This is an optimization exercise on Yosys and OpenROAD, whose aim is small area, not a production implementation. Power and IR drop assume default switching activity.

## main
==> module lab3_pixgen, before the edit <==
module lab3_pixgen(
    input         clk,
    input         rst,
    input  [5:0]  color,
    input         btn_left,
    input         btn_right,
    input         btn_up,
    input         btn_down,
    input         enc,
    input         vsync,
    input  [5:0]  fb_rdata,
    output        rdy,
    output        fb_we,
    output [16:0] fb_waddr,
    output [5:0]  fb_wdata,
    output [16:0] fb_raddr,
    output [15:0] rgb
);
reg  [9:0] cnt_l, cnt_r, cnt_u, cnt_d;
wire       left_pulse  = (cnt_l == 10'd100);
wire       right_pulse = (cnt_r == 10'd100);
wire       up_pulse    = (cnt_u == 10'd100);
wire       down_pulse  = (cnt_d == 10'd100);
always @(posedge clk) begin
    if (rst) begin
        cnt_l <= 10'd0;
        cnt_r <= 10'd0;
        cnt_u <= 10'd0;
        cnt_d <= 10'd0;
    end else begin
        cnt_l <= cnt_l + btn_left;
        cnt_r <= cnt_r + btn_right;
        cnt_u <= cnt_u + btn_up;
        cnt_d <= cnt_d + btn_down;
    end
end
reg  [8:0] x_min;
reg  [7:0] y_min;
wire x_inc = right_pulse & (x_min <= 9'd348);
wire x_dec = ~x_inc & left_pulse & (x_min != 9'd0);
wire y_inc = down_pulse & (y_min <= 8'd173);
wire y_dec = ~y_inc & up_pulse & (y_min != 8'd0);
always @(posedge clk) begin
    if (rst) begin
        x_min <= 9'd100;
        y_min <= 8'd100;
    end else begin
        x_min <= x_min + {{8{x_dec}}, x_inc | x_dec};
        y_min <= y_min + {{7{y_dec}}, y_inc | y_dec};
    end
end
reg [15:0] cc;
always @(posedge clk)
    if (rst)
        cc <= 16'd0;
    else
        cc <= cc + color[0];
reg  [8:0] px;
reg  [7:0] py;
reg        we;
reg        done;
reg  [5:0] data;
reg  [5:0] wdata;
reg  [12:0] Tw;
wire       x_wrap = (px == 9'd399);
wire       y_step = (px == 9'd0);
wire [8:0] x = (~we | x_wrap) ? 9'd0 : px + 9'd1;
wire       y_wrap = y_step & (py == 8'd224);
wire [7:0] y = (~we | y_wrap) ? 8'd0 : py + y_step;
wire [12:0] Twn = (~we | y_wrap) ? 13'd0 :
                  Tw + (x_wrap ? -13'd24 : y_step ? 13'd25 : {12'd0, &px[3:0]});
wire [8:0] dx = px - x_min;
wire [7:0] dy = py + ~y_min + y_step;
wire       in_rect = we & (dx < 9'd49) & (dy < 8'd49);
always @(posedge clk) begin
    px    <= x;
    py    <= y;
    Tw    <= Twn;
    we    <= ~rst;
    wdata <= data;
    if (rst) begin
        done <= 1'b0;
        data <= 6'b111111;
    end else begin
        if (we & (px == 9'd398) & (py == 8'd224))
            done <= 1'b1;
        data <= in_rect ? (color[0] ? cc[15:10] : color) : 6'd0;
    end
end
reg [10:0] PX;
reg [1:0]  Yl;
reg [12:0] T;
reg        z;
wire        X_wrap  = (PX == 11'd1599);
wire        Yl_wrap = X_wrap & (Yl == 2'd3);
wire        Y_wrap  = Yl_wrap & (T == 13'd5624);
wire        c16     = (PX[5:0] == 6'd63);
wire [10:0] X   = (z | X_wrap) ? 11'd0 : PX + 11'd1;
wire [1:0]  Yln = (z | Yl_wrap) ? 2'd0 : Yl + X_wrap;
wire [12:0] Tn  = (z | Y_wrap) ? 13'd0 : T + ((X_wrap & ~Yl_wrap) ? -13'd24 : {12'd0, c16});
always @(posedge clk) begin
    if (rst | vsync)
        z <= 1'b1;
    else if (enc) begin
        z  <= 1'b0;
        PX <= X;
        Yl <= Yln;
        T  <= Tn;
    end
end
assign rdy      = done;
assign fb_we    = we;
assign fb_waddr = {Tw, px[3:0]};
assign fb_wdata = wdata;
assign fb_raddr = {T, PX[5:2]};
assign rgb      = {fb_rdata[4], {2{fb_rdata[5:4]}}, {3{fb_rdata[3:2]}}, fb_rdata[0], {2{fb_rdata[1:0]}}};
endmodule
export LEC_CHECK = 0
export CAP_MARGIN = 20
export CORE_MARGIN = 2
export CORE_UTILIZATION = 40
export SLEW_MARGIN = 20
create_clock -name core_clock -period 5.0 [get_ports {clk}]
standard.sh (not shown) runs the stock make flow with config.mk's settings and CLKGATE_MAP_FILE= SYNTH_SCRIPT=/design/flow/synth_recipe.tcl, a recipe that flattens the netlist after the stock synthesis.
==> flow/flow/run.sh <==
#!/bin/bash
# Own layout flow: the standard layout (standard.sh), with
#  - a synthesis script (flow/synth.tcl) that maps all logic with ABC using
#    flow/area.abc, without extracting half/full adder cells; registers are
#    inferred and mapped exactly as in the standard synthesis;
#  - extra make settings from flow/make_args (one VAR=value per line).
# make's output goes to flow_make.log; ORFS writes each step's log under
# orfs/logs/.
set -euo pipefail
W=$PWD
sed "s#@FLOWDIR@#$W/flow#g" flow/synth.tcl > my_synth.tcl
sed "s#SYNTH_SCRIPT=[^ ]*#SYNTH_SCRIPT=$W/my_synth.tcl#" standard.sh > my_standard.sh
ARGS=()
if [[ -f flow/make_args ]]; then
  while IFS= read -r l; do
    [[ -z "$l" || "$l" == \#* ]] || ARGS+=("$l")
  done < flow/make_args
fi
bash my_standard.sh "${ARGS[@]}" finish > flow_make.log 2>&1
==> flow/flow/area.abc <==
strash
&get -n
&deepsyn -T 30
&put
&get -n
&dch -f
&nf -R 1000
&put
==> flow/flow/make_args <==
BUFFER_PORTS_ARGS=-buffer_cell sky130_fd_sc_hd__buf_1
MIN_BUF_CELL_AND_PORTS=sky130_fd_sc_hd__buf_1 A X
CTS_ARGS=-sink_clustering_enable -repair_clock_nets -dont_use_dummy_load -sink_clustering_size 30 -buf_list sky130_fd_sc_hd__clkbuf_8
==> flow/flow/synth.tcl <==
# The standard synthesis script (synth_recipe.tcl), with two steps replaced:
# no extraction of half/full adder cells, and the final ABC mapping run
# with flow/area.abc instead of ORFS's speed script.
proc synth {args} { yosys synth -nofsm -noshare {*}$args }
proc extract_fa {args} { puts "extract_fa skipped" }
proc abc {args} {
  set i [lsearch -exact $args -script]
  if { $i >= 0 } {
    set args [lreplace $args $i [expr { $i + 1 }] -script @FLOWDIR@/area.abc]
  }
  yosys abc {*}$args
}
source $::env(SCRIPTS_DIR)/synth.tcl
# left out here: clear keep_hierarchy, flatten, clean up, hide names made inside functions, write 1_2_yosys.v
Edits applied to the flow inputs when going from main to the feature branch:
diff --git a/flow/design.v b/flow/design.v
--- a/flow/design.v
+++ b/flow/design.v
@@ -14,42 +14,59 @@
     output [16:0] fb_waddr,
     output [5:0]  fb_wdata,
     output [16:0] fb_raddr,
     output [15:0] rgb
 );
 reg  [9:0] cnt_l, cnt_r, cnt_u, cnt_d;
-wire       left_pulse  = (cnt_l == 10'd100);
-wire       right_pulse = (cnt_r == 10'd100);
-wire       up_pulse    = (cnt_u == 10'd100);
-wire       down_pulse  = (cnt_d == 10'd100);
+function [9:0] db_next;
+    input [9:0] c;
+    db_next = {c[8:0], c[9] ^ c[6] ^ (c[8:0] == 9'd0)};
+endfunction
+wire       left_pulse  = (cnt_l == 10'd778);
+wire       right_pulse = (cnt_r == 10'd778);
+wire       up_pulse    = (cnt_u == 10'd778);
+wire       down_pulse  = (cnt_d == 10'd778);
 always @(posedge clk) begin
     if (rst) begin
         cnt_l <= 10'd0;
         cnt_r <= 10'd0;
         cnt_u <= 10'd0;
         cnt_d <= 10'd0;
     end else begin
-        cnt_l <= cnt_l + btn_left;
-        cnt_r <= cnt_r + btn_right;
-        cnt_u <= cnt_u + btn_up;
-        cnt_d <= cnt_d + btn_down;
+        if (btn_left)  cnt_l <= db_next(cnt_l);
+        if (btn_right) cnt_r <= db_next(cnt_r);
+        if (btn_up)    cnt_u <= db_next(cnt_u);
+        if (btn_down)  cnt_d <= db_next(cnt_d);
     end
 end
 reg  [8:0] x_min;
 reg  [7:0] y_min;
-wire x_inc = right_pulse & (x_min <= 9'd348);
+wire x_inc = right_pulse & (x_min != 9'd349);
 wire x_dec = ~x_inc & left_pulse & (x_min != 9'd0);
-wire y_inc = down_pulse & (y_min <= 8'd173);
+wire y_inc = down_pulse & (y_min != 8'd174);
 wire y_dec = ~y_inc & up_pulse & (y_min != 8'd0);
+wire [8:0] x_tog;
+wire [7:0] y_tog;
+assign x_tog[0] = x_inc | x_dec;
+assign y_tog[0] = y_inc | y_dec;
+genvar i;
+generate
+    for (i = 1; i < 9; i = i + 1) begin : g_xt
+        assign x_tog[i] = x_tog[i-1] & (x_min[i-1] ^ x_dec);
+    end
+    for (i = 1; i < 8; i = i + 1) begin : g_yt
+        assign y_tog[i] = y_tog[i-1] & (y_min[i-1] ^ y_dec);
+    end
+endgenerate
 always @(posedge clk) begin
     if (rst) begin
         x_min <= 9'd100;
         y_min <= 8'd100;
     end else begin
-        x_min <= x_min + {{8{x_dec}}, x_inc | x_dec};
-        y_min <= y_min + {{7{y_dec}}, y_inc | y_dec};
+        x_min <= x_min ^ x_tog;
+        y_min <= y_min ^ y_tog;
     end
 end
 reg [15:0] cc;
 always @(posedge clk)
     if (rst)
         cc <= 16'd0;
@@ -88,28 +105,23 @@
     end
 end
 reg [10:0] PX;
 reg [1:0]  Yl;
 reg [12:0] T;
 reg        z;
+wire        en      = enc & ~vsync & ~rst;
 wire        X_wrap  = (PX == 11'd1599);
 wire        Yl_wrap = X_wrap & (Yl == 2'd3);
 wire        Y_wrap  = Yl_wrap & (T == 13'd5624);
 wire        c16     = (PX[5:0] == 6'd63);
-wire [10:0] X   = (z | X_wrap) ? 11'd0 : PX + 11'd1;
-wire [1:0]  Yln = (z | Yl_wrap) ? 2'd0 : Yl + X_wrap;
-wire [12:0] Tn  = (z | Y_wrap) ? 13'd0 : T + ((X_wrap & ~Yl_wrap) ? -13'd24 : {12'd0, c16});
 always @(posedge clk) begin
-    if (rst | vsync)
-        z <= 1'b1;
-    else if (enc) begin
-        z  <= 1'b0;
-        PX <= X;
-        Yl <= Yln;
-        T  <= Tn;
-    end
+    z  <= rst | vsync | (z & ~enc);
+    PX <= (en & (z | X_wrap)) ? 11'd0 : PX + en;
+    Yl <= (en & (z | Yl_wrap)) ? 2'd0 : Yl + (en & X_wrap);
+    T  <= (en & (z | Y_wrap)) ? 13'd0 :
+          T + (~en ? 13'd0 : (X_wrap & ~Yl_wrap) ? -13'd24 : {12'd0, c16});
 end
 assign rdy      = done;
 assign fb_we    = we;
 assign fb_waddr = {Tw, px[3:0]};
 assign fb_wdata = wdata;
 assign fb_raddr = {T, PX[5:2]};
Notes after the runs:
[the feature branch] routed length per placed instance fell about 0.6% relative to main
Summary — least setup slack across all paths after layout, the feature branch relative to main: lower, by 0.51 ns.
Area occupied by multi-input gates in the feature branch is about 5% lower than in main
Routed wire length: the feature branch vs main down about 8%
Delta(sequential cell fraction of total power, the feature branch - main) > 0
Compared with main, in the feature branch part of the total power dissipated in the clock network moved up, layout sequential cell count level, global routing met3 resource utilization moved down, portion of the layout cell area used by clock cells moved up, sequential-cell power consumption moved down.
main → the feature branch: area enclosed by the die boundary lost 970 um2, share of the final layout cell area in sequential cells lower, cell area decreased by about 6% relative to the old numbers.
No run of this note included a check of the RTL's function; only the layout flow was run.

## static timing again, ports no longer ideal
The flow's constraints put no driver on any port. The routed layouts listed below were extracted and timed again, unchanged, in two steps.
Step 1 assumes that a clkbuf_16 drives the clock port and a buf_2 every other input.
Step 2, shift: input delay + t, output delay - t, t = (earliest + latest rising clock arrival at the registers) / 2. This alone moves slack from input paths to output paths.
Three values: ideal ports, drivers, drivers and shift; two values: the first two.
| run | t, ns | setup WS [ns] | worst register clock-pin slew, ns |
|---|---|---|---|
| main | 0.467 | 1.399 / 1.399 / 1.338 | 0.08 / 0.08 |
| the feature branch | 0.458 | 0.894 / 0.907 / 0.449 | 0.08 / 0.08 |
After both steps setup and hold are still met in every run listed. For the feature branch, which loses most, drivers alone change the setup slack by +0.013 ns; drivers and shift together by -0.445 ns.
